From an optimization exercise on the open Yosys and OpenROAD flow, aimed at small area; shortcuts taken in it are not production practice. The RTL was checked by simulation tests, not by an equivalence proof against the original design. The flow treats the clock pin as an ideal source. Dropping or thinning the clock tree relies on that and would not hold on a real chip. No activity file was given, so power comes from the tool's default toggle rates.

Design top, start of the top module:
module top(
	input i2s_clk,
	input i2s_data,
	input [3:0] addr_x,
	input [3:0] addr_y,
	input rst_n,
	output [5:0] row_num,
	output led_clk,
	output led_data,
	output led_lat,
	output led_oe
	);
Size: ~42 flip-flops, roughly 21 I/O pins.
Settings: LEC_CHECK=0, CAP_MARGIN=20, CORE_MARGIN=2, CORE_UTILIZATION=40, SLEW_MARGIN=20; clock period 8.0 ns.
standard.sh (not shown) runs the stock make flow with config.mk's settings and CLKGATE_MAP_FILE= SYNTH_SCRIPT=/design/flow/synth_recipe.tcl, a recipe that flattens the netlist after the stock synthesis.
==> flow/flow/run.sh <==
#!/bin/bash
# Standard ORFS layout with two changes: the port buffers use the smallest
# buffer, and clock tree synthesis may use one large cluster.
set -e
export BUFFER_PORTS_ARGS="-buffer_cell sky130_fd_sc_hd__buf_1"
export CTS_ARGS="-sink_clustering_enable -repair_clock_nets -root_buf sky130_fd_sc_hd__clkbuf_16 -buf_list sky130_fd_sc_hd__clkbuf_16 -sink_clustering_size 64 -sink_clustering_max_diameter 400 -dont_use_dummy_load"
bash standard.sh > standard.log 2>&1
==> next run, changes <==
==> flow/run.sh (new file) <==
#!/bin/bash
# synth_recipe.tcl (not shown) runs the flow's synth.tcl, then flattens the netlist and writes it again
# the make line also repeats each setting of config.mk as NAME=value (left out here)
make -C /OpenROAD-flow-scripts/flow DESIGN_CONFIG=/design/flow/config.mk WORK_HOME=/design/flow/orfs CLKGATE_MAP_FILE= SYNTH_SCRIPT=/design/flow/synth_recipe.tcl finish
--- a/flow/config.mk
+++ b/flow/config.mk
@@ -6,6 +6,7 @@
 export NUM_CORES = 4
 export LEC_CHECK = 0
+export ABC_AREA = 1
 export CAP_MARGIN = 20
 export CORE_MARGIN = 2
-export CORE_UTILIZATION = 40
+export CORE_UTILIZATION = 70
 export SLEW_MARGIN = 20
removed: flow/flow/run.sh
removed: flow/standard.sh
What happened: Design area increases by a few percent. Flip-flop and latch count is unchanged. Register-to-register slack improved by 0.25 ns. Critical path depth does not change. Count of clock-buffer cells in the layout increases by 2.

========
Another version of the RTL of top (not shown whole).
Size: roughly 150 cells after synthesis, roughly 40 flip-flops, ~21 I/O pins, ~1800 µm² of cells after synthesis.
Settings: LEC_CHECK=0, CAP_MARGIN=20, CORE_AREA=2 2 59 59, DIE_AREA=0 0 61 61, PLACE_DENSITY=0.85, SLEW_MARGIN=20; clock period 8.0 ns.
==> flow/flow/run.sh <==
#!/bin/bash
# Standard ORFS layout with two changes: the port buffers use the smallest
# buffer, and the clock tree is a few clock buffers placed at the centres of
# the registers they drive (flow/cts.tcl) instead of TritonCTS's H-tree.
# Before repair_design every cell is set to its smallest drive strength
# (flow/downsize.tcl); repair_design then sizes up what needs it.
set -e
export BUFFER_PORTS_ARGS="-buffer_cell sky130_fd_sc_hd__buf_1"
export PRE_CTS_TCL="$PWD/flow/cts.tcl"
export PRE_RESIZE_TCL="$PWD/flow/downsize.tcl"
export FLOW_CLK_NBUF=${FLOW_CLK_NBUF:-2}
export FLOW_CLK_BUF=${FLOW_CLK_BUF:-sky130_fd_sc_hd__clkbuf_8}
bash standard.sh > standard.log 2>&1
==> flow/flow/cts.tcl <==
# Clock tree for a small design: the clock port drives a few clock buffers,
# each placed at the centre of the registers it drives (sinks split along the
# wider side of their bounding box). Replaces TritonCTS's H-tree.
proc my_clock_buffers {} {
  set nbuf $::env(FLOW_CLK_NBUF)
  set cell $::env(FLOW_CLK_BUF)
  set block [ord::get_db_block]
  set dbu [$block getDbUnitsPerMicron]
  foreach src [get_property [lindex [all_clocks] 0] sources] {
    set net [get_nets [get_full_name $src]]
    set sinks {}
    foreach p [get_pins -of_objects $net] {
      if {[get_property $p direction] != "input"} { continue }
      set inst [sta::sta_to_db_inst [get_cells -of_objects $p]]
      set loc [$inst getLocation]
      set m [$inst getMaster]
      set x [expr {[lindex $loc 0] + [$m getWidth] / 2.0}]
      set y [expr {[lindex $loc 1] + [$m getHeight] / 2.0}]
      lappend sinks [list [get_full_name $p] $x $y]
    }
    # recursive bisection: a group meant for n buffers is cut along the wider
    # side of its bounding box in proportion floor(n/2) : ceil(n/2)
    set todo [list [list $nbuf $sinks]]
    set groups {}
    while {[llength $todo] > 0} {
      lassign [lindex $todo 0] n g
      set todo [lrange $todo 1 end]
      if {$n <= 1} { lappend groups $g; continue }
      set xs [lmap s $g {lindex $s 1}]; set ys [lmap s $g {lindex $s 2}]
      set dx [expr {[tcl::mathfunc::max {*}$xs] - [tcl::mathfunc::min {*}$xs]}]
      set dy [expr {[tcl::mathfunc::max {*}$ys] - [tcl::mathfunc::min {*}$ys]}]
      set idx [expr {$dx >= $dy ? 1 : 2}]
      set g [lsort -real -index $idx $g]
      set n1 [expr {$n / 2}]
      set h [expr {([llength $g] * $n1 + $n / 2) / $n}]
      lappend todo [list $n1 [lrange $g 0 [expr {$h - 1}]]] [list [expr {$n - $n1}] [lrange $g $h end]]
    }
    set k 0
    foreach g $groups {
      set sx 0.0; set sy 0.0; set pins {}
      foreach s $g {
        lappend pins [get_pins [lindex $s 0]]
        set sx [expr {$sx + [lindex $s 1]}]; set sy [expr {$sy + [lindex $s 2]}]
      }
      set cx [expr {$sx / [llength $g] / $dbu}]; set cy [expr {$sy / [llength $g] / $dbu}]
      puts "clock buffer $k: [llength $g] sinks at ($cx, $cy)"
      insert_buffer -buffer_cell $cell -net [get_full_name $net] -load_pins $pins \
        -location [list $cx $cy] -buffer_name clkbuf_leaf_$k -net_name clknet_leaf_$k
      incr k
    }
  }
}

proc clock_tree_synthesis {args} {
  puts "clock_tree_synthesis $args replaced by my_clock_buffers"
  my_clock_buffers
}
Other scripts of this flow, unchanged in this note and not shown: flow/flow/downsize.tcl
The starting point finished with timing, DRC and antenna clean.
Rerun with:
--- a/flow/flow/run.sh
+++ b/flow/flow/run.sh
@@ -11,2 +11,2 @@
-export FLOW_CLK_NBUF=${FLOW_CLK_NBUF:-2}
-export FLOW_CLK_BUF=${FLOW_CLK_BUF:-sky130_fd_sc_hd__clkbuf_8}
+export FLOW_CLK_NBUF=${FLOW_CLK_NBUF:-4}
+export FLOW_CLK_BUF=${FLOW_CLK_BUF:-sky130_fd_sc_hd__clkbuf_4}
PLACE_DENSITY = unset   (was 0.85)
Outcome: Utilization barely changes; hold slack degrades by 0.0072 ns; die area is unchanged; setup slack improves by 0.0047 ns.
In every run of this note, the design's own scripts or RTL, not TritonCTS, make the clock network.

========
The RTL this note starts from:
==> flow/design.v <==
module i2s_mask (
	input i2s_clk,  
	input i2s_data,     
	input [3:0] addr_x,
	input [3:0] addr_y,
	input rst_n,
	output reg[5:0] row_num,
	output led_clk,
	output led_data,
	output reg led_lat,
	output led_oe
	);
	reg data_ph;         
	reg [1:0] b;         
	reg [1:0] mlo;       
	reg [3:0] mhi;       
	reg [3:0] c;
	reg [3:0] cw;
	reg [5:0] mw;
	reg [3:0] nx;
	reg [5:0] h;
	reg led_clk_en;
	reg led_lat_needed;
	assign led_clk = led_clk_en;
	assign led_data = i2s_data;
	assign led_oe = 1'b1;
	wire blk_end = b[1] & b[0];
	wire c_zero = (c == 4'd0);
	wire cw_zero = (cw == 4'd0);
	wire row_end = blk_end & c_zero;
	wire frame_end = data_ph & row_end & (mlo == 2'd0) & (mhi == 4'd0);
	wire hdr_end = ~data_ph & blk_end & (mlo == 2'd0);
	always @(posedge i2s_clk or negedge rst_n) begin
		if (~rst_n) begin
			data_ph <= 1'b0;
			b <= 2'd0;
			mlo <= 2'b11;
			led_clk_en <= 1'b0;
			led_lat <= 1'b0;
			led_lat_needed <= 1'b0;
			row_num <= 6'd0;
		end else begin
			b <= b + 2'd1;
			if (hdr_end) data_ph <= 1'b1;
			if (frame_end) data_ph <= 1'b0;
			if (data_ph ? row_end : blk_end) mlo <= mlo - 2'd1;
			led_clk_en <= data_ph & cw_zero & (mw[5:2] == 4'd0);
			led_lat <= led_lat_needed;
			led_lat_needed <= frame_end;
			if (frame_end) row_num <= h;
		end
	end
	always @(posedge i2s_clk) begin
		if (data_ph) begin
			if (row_end & (mlo == 2'd0)) mhi <= mhi - 4'd1;
			if (blk_end) begin
				c <= c_zero ? nx : c - 4'd1;
				cw <= cw_zero ? nx : cw - 4'd1;
				if (cw_zero) mw <= mw - 6'd1;
			end
		end else begin
			h <= {h[4:0], i2s_data};
			if (mlo == 2'd3) nx <= {nx[2:0], i2s_data};
			if (mlo == 2'd2) mhi <= {mhi[2:0], i2s_data};
			c <= nx;
			cw <= addr_x;
			mw <= {addr_y, 2'b11};
		end
	end
endmodule
module top(
	input i2s_clk,
	input i2s_data,
	input [3:0] addr_x,
	input [3:0] addr_y,
	input rst_n,
	output [5:0] row_num,
	output led_clk,
	output led_data,
	output led_lat,
	output led_oe
	);
	i2s_mask mask(
		.i2s_data(i2s_data),
		.i2s_clk(i2s_clk),
		.addr_x(addr_x),
		.addr_y(addr_y),
		.rst_n(rst_n),
		.row_num(row_num),
		.led_clk(led_clk),
		.led_data(led_data),
		.led_lat(led_lat),
		.led_oe(led_oe)
		);
endmodule
clock: 8.0 ns
lec_check: 0
cap_margin: 20
core_margin: 2
core_utilization: 70
slew_margin: 20
==> flow/flow/run.sh <==
#!/bin/bash
# Standard ORFS layout with two changes: the port buffers use the smallest
# buffer, and the clock tree is a few clock buffers placed at the centres of
# the registers they drive (flow/cts.tcl) instead of TritonCTS's H-tree.
set -e
export BUFFER_PORTS_ARGS="-buffer_cell sky130_fd_sc_hd__buf_1"
export PRE_CTS_TCL="$PWD/flow/cts.tcl"
export FLOW_CLK_NBUF=${FLOW_CLK_NBUF:-2}
export FLOW_CLK_BUF=${FLOW_CLK_BUF:-sky130_fd_sc_hd__clkbuf_8}
bash standard.sh > standard.log 2>&1
Scripts as last shown in full above: flow/flow/cts.tcl
Then changed:
--- a/flow/flow/run.sh
+++ b/flow/flow/run.sh
@@ -8,2 +8,2 @@
-export FLOW_CLK_NBUF=${FLOW_CLK_NBUF:-2}
-export FLOW_CLK_BUF=${FLOW_CLK_BUF:-sky130_fd_sc_hd__clkbuf_8}
+export FLOW_CLK_NBUF=${FLOW_CLK_NBUF:-4}
+export FLOW_CLK_BUF=${FLOW_CLK_BUF:-sky130_fd_sc_hd__clkbuf_4}
What happened: Final cell count is higher slightly; synthesized cell count is unchanged; final area stays flat; worst hold slack is worse by 4.6 ps; worst setup slack loses 3.3 ps.
Then changed:
--- a/flow/flow/run.sh
+++ b/flow/flow/run.sh
@@ -4,0 +5,2 @@
+# Before repair_design every cell is set to its smallest drive strength
+# (flow/downsize.tcl); repair_design then sizes up what needs it.
@@ -7,0 +10 @@
+export PRE_RESIZE_TCL="$PWD/flow/downsize.tcl"
==> flow/flow/downsize.tcl (new file) <==
# Area recovery before the resizer's repair_design: every standard cell is
# swapped for the smallest drive strength of the same cell (same function and
# pins, name differing only in the _N suffix). The design has several ns of
# slack; repair_design and the later timing repairs size up what needs it.
proc my_downsize {} {
  set dont_use {}
  if {[info exists ::env(DONT_USE_CELLS)]} { set dont_use $::env(DONT_USE_CELLS) }
  set n 0
  set saved 0.0
  foreach inst [get_cells *] {
    set name [get_property $inst ref_name]
    if {![regexp {^(sky130_fd_sc_hd__[a-z0-9]+)_([0-9]+)$} $name -> base drive]} { continue }
    if {[regexp {__(tap|fill|decap|conb|diode)} $name]} { continue }
    set lc [get_lib_cells $name]
    if {$lc == ""} { continue }
    set best $name
    set best_area [get_property $lc area]
    foreach cand [get_lib_cells ${base}_*] {
      set cn [get_name $cand]
      if {![regexp "^${base}_\[0-9\]+\$" $cn]} { continue }
      set skip 0
      foreach d $dont_use { if {[string match $d $cn]} { set skip 1 } }
      if {$skip} { continue }
      set a [get_property $cand area]
      if {$a < $best_area - 1e-6} { set best $cn; set best_area $a }
    }
    if {$best != $name} {
      set saved [expr {$saved + [get_property $lc area] - $best_area}]
      replace_cell [get_full_name $inst] $best
      incr n
    }
  }
  puts "my_downsize: $n cells downsized, [format %.2f $saved] um2 saved"
}
my_downsize
Outcome: The changed run went through all stages and came out clean. Cell count does not change. Setup slack improved by 6.0 ps. Sequential share of layout area came out higher by 1.1 points. Clock power barely changes. Final area shrinks slightly. Power barely changes.
In every run of this note, the design's own scripts or RTL, not TritonCTS, make the clock network.

-- afterwards: timing with drivers on the ports --
The results above use ideal ports. As a check the final layouts listed here were re-extracted and re-timed, cells and wires unchanged. Step 1, drivers: a clkbuf_16 drives i2s_clk and a buf_2 each remaining input, both assumed. Step 2, shift: input delay + t, output delay - t, t = (earliest + latest rising clock arrival at the registers) / 2. This alone moves slack from input paths to output paths. Slacks: ideal / step 1 / step 2; pairs: ideal / step 1.
run | t, ns | setup WS [ns] | worst hold slack (ns)
the first run of note 1 | 0.303 | 4.464 / 4.434 / 4.434 | 0.347 / 0.347 / 0.347
the second run of note 1 | 0.359 | 3.699 / 3.674 / 3.674 | 0.361 / 0.361 / 0.361
the first run of note 2 | 0.204 | 4.492 / 4.471 / 4.471 | 0.463 / 0.463 / 0.463
the second run of note 2 | 0.208 | 4.497 / 4.474 / 4.474 | 0.456 / 0.456 / 0.456
the first run of note 3 | 0.203 | 4.498 / 4.476 / 4.476 | 0.364 / 0.364 / 0.364
the second run of note 3 | 0.202 | 4.494 / 4.473 / 4.473 | 0.360 / 0.360 / 0.360
the third run of note 3 | 0.203 | 4.500 / 4.480 / 4.480 | 0.362 / 0.362 / 0.362
After both steps setup and hold are still met in every run listed. For the first run of note 1, which loses most, drivers alone change the setup slack by -0.030 ns; drivers and shift together by -0.030 ns.
